This design comes from an exercise in tuning for small area, a short achievable clock period and few clock cycles on the open sky130 flow, not from production work.

## the reference run
Design CPU_6507, start of the top module:
module CPU_6507(
	output [12:0] addr_bus,
	output [7:0] d_out,
	input [7:0] d_in,
	output reg wenb,
	input clk,
	input rstb,
	input rdy
);
export LEC_CHECK = 0
export ABC_AREA = 1
export CAP_MARGIN = 20
export CORE_MARGIN = 2
export CORE_UTILIZATION = 60
export SLEW_MARGIN = 20
create_clock -name core_clock -period 9.0 [get_ports {clk}]
standard.sh (not shown) runs the stock make flow with config.mk's settings and CLKGATE_MAP_FILE= SYNTH_SCRIPT=/design/flow/synth_recipe.tcl, a recipe that flattens the netlist after the stock synthesis.
==> flow/flow/run.sh <==
#!/bin/bash
set -euo pipefail
bash standard.sh "BUFFER_PORTS_ARGS=-buffer_cell sky130_fd_sc_hd__buf_4" SETUP_SLACK_MARGIN=5.8 finish > flow_make.log 2>&1
The reference run reached the final stage; the timing, DRC and antenna checks on its layout passed.
The following lists how the trial run was set up differently from the reference run:
-- flow/design.v --
<<< the reference run, line 9
);
localparam T0 = 5'd0, T1 = 5'd1, ABS2 = 5'd2, IDX = 5'd3, BR = 5'd4, BRFIX = 5'd5;
localparam DATA = 5'd8, MOD = 5'd9, WR = 5'd10, PLO = 5'd11, PHI = 5'd12, PHIJ = 5'd13, VEC = 5'd14;
localparam PUSH = 5'd16, SINC = 5'd17, PUSHL = 5'd18, PUSHP = 5'd19, PULLP = 5'd20, PULLL = 5'd21, PULLH = 5'd22, PULLA = 5'd23;
reg [7:0] A, X, Y, S;
>>> the trial run, line 9
);
localparam T0 = 5'd0, T1 = 5'd1, ABS2 = 5'd2, IDX = 5'd3, BR = 5'd4, BRFIX = 5'd5;
localparam DATA = 5'd8, MOD = 5'd9, WR = 5'd10, PLO = 5'd11, PHI = 5'd12, PHIJ = 5'd13;
localparam PUSH = 5'd16, SINC = 5'd17, PUSHL = 5'd18, PUSHP = 5'd19, PULLP = 5'd20, PULLL = 5'd21, PULLH = 5'd22, PULLA = 5'd23;
reg [7:0] A, X, Y, S;
<<< the reference run, line 18
reg [4:0] st;
wire [7:0] P = {N, V, 2'b00, D, I, Z, C};
assign addr_bus = st[4] ? {5'b00001, S} : st[3] ? {ABH, ABL} : PC[12:0];
wire [2:0] aaa = IR[7:5];
wire [2:0] bbb = IR[4:2];
>>> the trial run, line 18
reg [4:0] st;
wire [7:0] P = {N, V, 2'b00, D, I, Z, C};
reg a_pc, a_ab, a_sk;
assign addr_bus = ({13{a_pc}} & PC[12:0]) | ({13{a_ab}} & {ABH, ABL}) | ({13{a_sk}} & {5'b00001, S});
wire [2:0] aaa = IR[7:5];
wire [2:0] bbb = IR[4:2];
<<< the reference run, line 122
		PUSH: cw_nx = {SPL, M00, C0, OP_OR};
		PUSHL: cw_nx = {SP, M00, C0, OP_OR};
		PULLA: cw_nx = cw_exec;
		default: cw_nx = CW_NONE;
>>> the trial run, line 123
		PUSH: cw_nx = {SPL, M00, C0, OP_OR};
		PUSHL: cw_nx = {SP, M00, C0, OP_OR};
		PUSHP: cw_nx = CW_ALINC;
		PULLA: cw_nx = cw_exec;
		default: cw_nx = CW_NONE;
<<< the reference run, line 204
			wr_n = is_jsr | (is_store & ~is_jmp & ~is_jmpi);
		end
		PLO: ns = is_jmpi ? PHIJ : PHI;
		VEC: ns = PHIJ;
		PHI: begin ns = DATA; wr_n = is_store; end
		PHIJ: ns = T0;
>>> the trial run, line 206
			wr_n = is_jsr | (is_store & ~is_jmp & ~is_jmpi);
		end
		PLO: ns = (is_jmpi | is_brk) ? PHIJ : PHI;
		PHI: begin ns = DATA; wr_n = is_store; end
		PHIJ: ns = T0;
<<< the reference run, line 215
		PUSH: begin ns = (is_brk | is_jsr) ? PUSHL : T0; wr_n = is_brk | is_jsr; end
		PUSHL: begin ns = is_brk ? PUSHP : T0; wr_n = is_brk; end
		PUSHP: ns = VEC;
		SINC: ns = IR[3] ? (IR[6] ? PULLA : PULLP) : (IR[5] ? PULLL : PULLP);
		PULLP: ns = IR[3] ? T0 : PULLL;
>>> the trial run, line 216
		PUSH: begin ns = (is_brk | is_jsr) ? PUSHL : T0; wr_n = is_brk | is_jsr; end
		PUSHL: begin ns = is_brk ? PUSHP : T0; wr_n = is_brk; end
		PUSHP: ns = PLO;
		SINC: ns = IR[3] ? (IR[6] ? PULLA : PULLP) : (IR[5] ? PULLL : PULLP);
		PULLP: ns = IR[3] ? T0 : PULLL;
<<< the reference run, line 229
wire [4:0] dinc = d_in[4:0] + 5'd1;
wire [4:0] ABHc = cout ? dinc : d_in[4:0];
always @(posedge clk) if (rdy) cwr <= cw_nx;
always @(posedge clk) begin
	if (!rstb) begin
		st <= VEC;
		IR <= 8'h00;
		ABL <= 8'hFC;
		ABH <= 5'h1F;
		wenb <= 1'b1;
		A <= 0; X <= 0; Y <= 0; S <= 0;
		N <= 0; V <= 0; D <= 0; I <= 1; Z <= 1; C <= 0;
	end else if (rdy) begin
		st <= ns;
		wenb <= ~wr_n;
		if (wA) A <= res;
>>> the trial run, line 230
wire [4:0] dinc = d_in[4:0] + 5'd1;
wire [4:0] ABHc = cout ? dinc : d_in[4:0];
always @(posedge clk) begin
	if (!rstb) begin
		st <= PLO;
		a_pc <= 1'b0; a_ab <= 1'b1; a_sk <= 1'b0;
		IR <= 8'h00;
		ABL <= 8'hFC;
		ABH <= 5'h1F;
		wenb <= 1'b1;
		cwr <= CW_ALINC;
		A <= 0; X <= 0; Y <= 0; S <= 0;
		N <= 0; V <= 0; D <= 0; I <= 1; Z <= 1; C <= 0;
	end else if (rdy) begin
		st <= ns;
		a_pc <= ns[4:3] == 2'b00;
		a_ab <= ns[4:3] == 2'b01;
		a_sk <= ns[4:3] == 2'b10;
		cwr <= cw_nx;
		wenb <= ~wr_n;
		if (wA) A <= res;
<<< the reference run, line 277
			PLO: begin DL <= d_in; ABL <= res; end
			PHI: begin ABL <= res; ABH <= ABHc; end
			VEC: begin DL <= d_in; ABL[0] <= 1'b1; end
			PHIJ, PULLH: PC <= {d_in, DL};
			DATA: DL <= d_in;
>>> the trial run, line 283
			PLO: begin DL <= d_in; ABL <= res; end
			PHI: begin ABL <= res; ABH <= ABHc; end
			PHIJ, PULLH: PC <= {d_in, DL};
			DATA: DL <= d_in;
Findings:
- Summary of the trial run over the reference run: synthesized cell count moved up; sequential portion of the cell area went down; clock buffer instance count of the final layout up 4; design area down 160 µm².
- The trial run: all stages complete, timing, DRC and antenna checks passed
- Final weighted congestion of routability-driven global placement | the trial run below the reference run
- Number of optimization iterations in the first detailed-route pass | the trial run above the reference run
- The trial run: fraction of area in multi-input gates 0.70 points above the reference run
- The trial run ends up with lower area fraction of clock buffers and clock inverters than the reference run does.
- Routed wire length was lower in the reference run than in the trial run.
- On the trial run: layout-stage area growth over the synthesis result is 1.5 points lower than what the reference run gave.
No run of this note included a check of the RTL's function; only the layout flow was run.

port drivers added, routing unchanged:
No port has a modelled driver above. Below, the same layouts with a new extraction and two added sets of constraints. Step 1: set_driving_cell puts a clkbuf_16 on clk and a buf_2 on each other input, an assumption about the parent block. Step 2, shift: input delay + t, output delay - t, t = (earliest + latest rising clock arrival at the registers) / 2. This alone moves slack from input paths to output paths. a / b / c = no drivers / after step 1 / after step 2; a / b = the first two.
run	t, ns	setup WS [ns]	hold slack, ns	latest minus earliest clock arrival (ns)	worst register clock-pin slew, ns
the reference run	0.408	5.634 / 5.587 / 5.430	0.466 / 0.466 / 0.466	0.011 / 0.011	0.08 / 0.08
the trial run	0.407	5.765 / 5.718 / 5.469	0.474 / 0.474 / 0.474	0.012 / 0.011	0.08 / 0.08
After both steps setup and hold are still met in every run listed. For the trial run, which loses most, drivers alone change the setup slack by -0.047 ns; drivers and shift together by -0.296 ns.
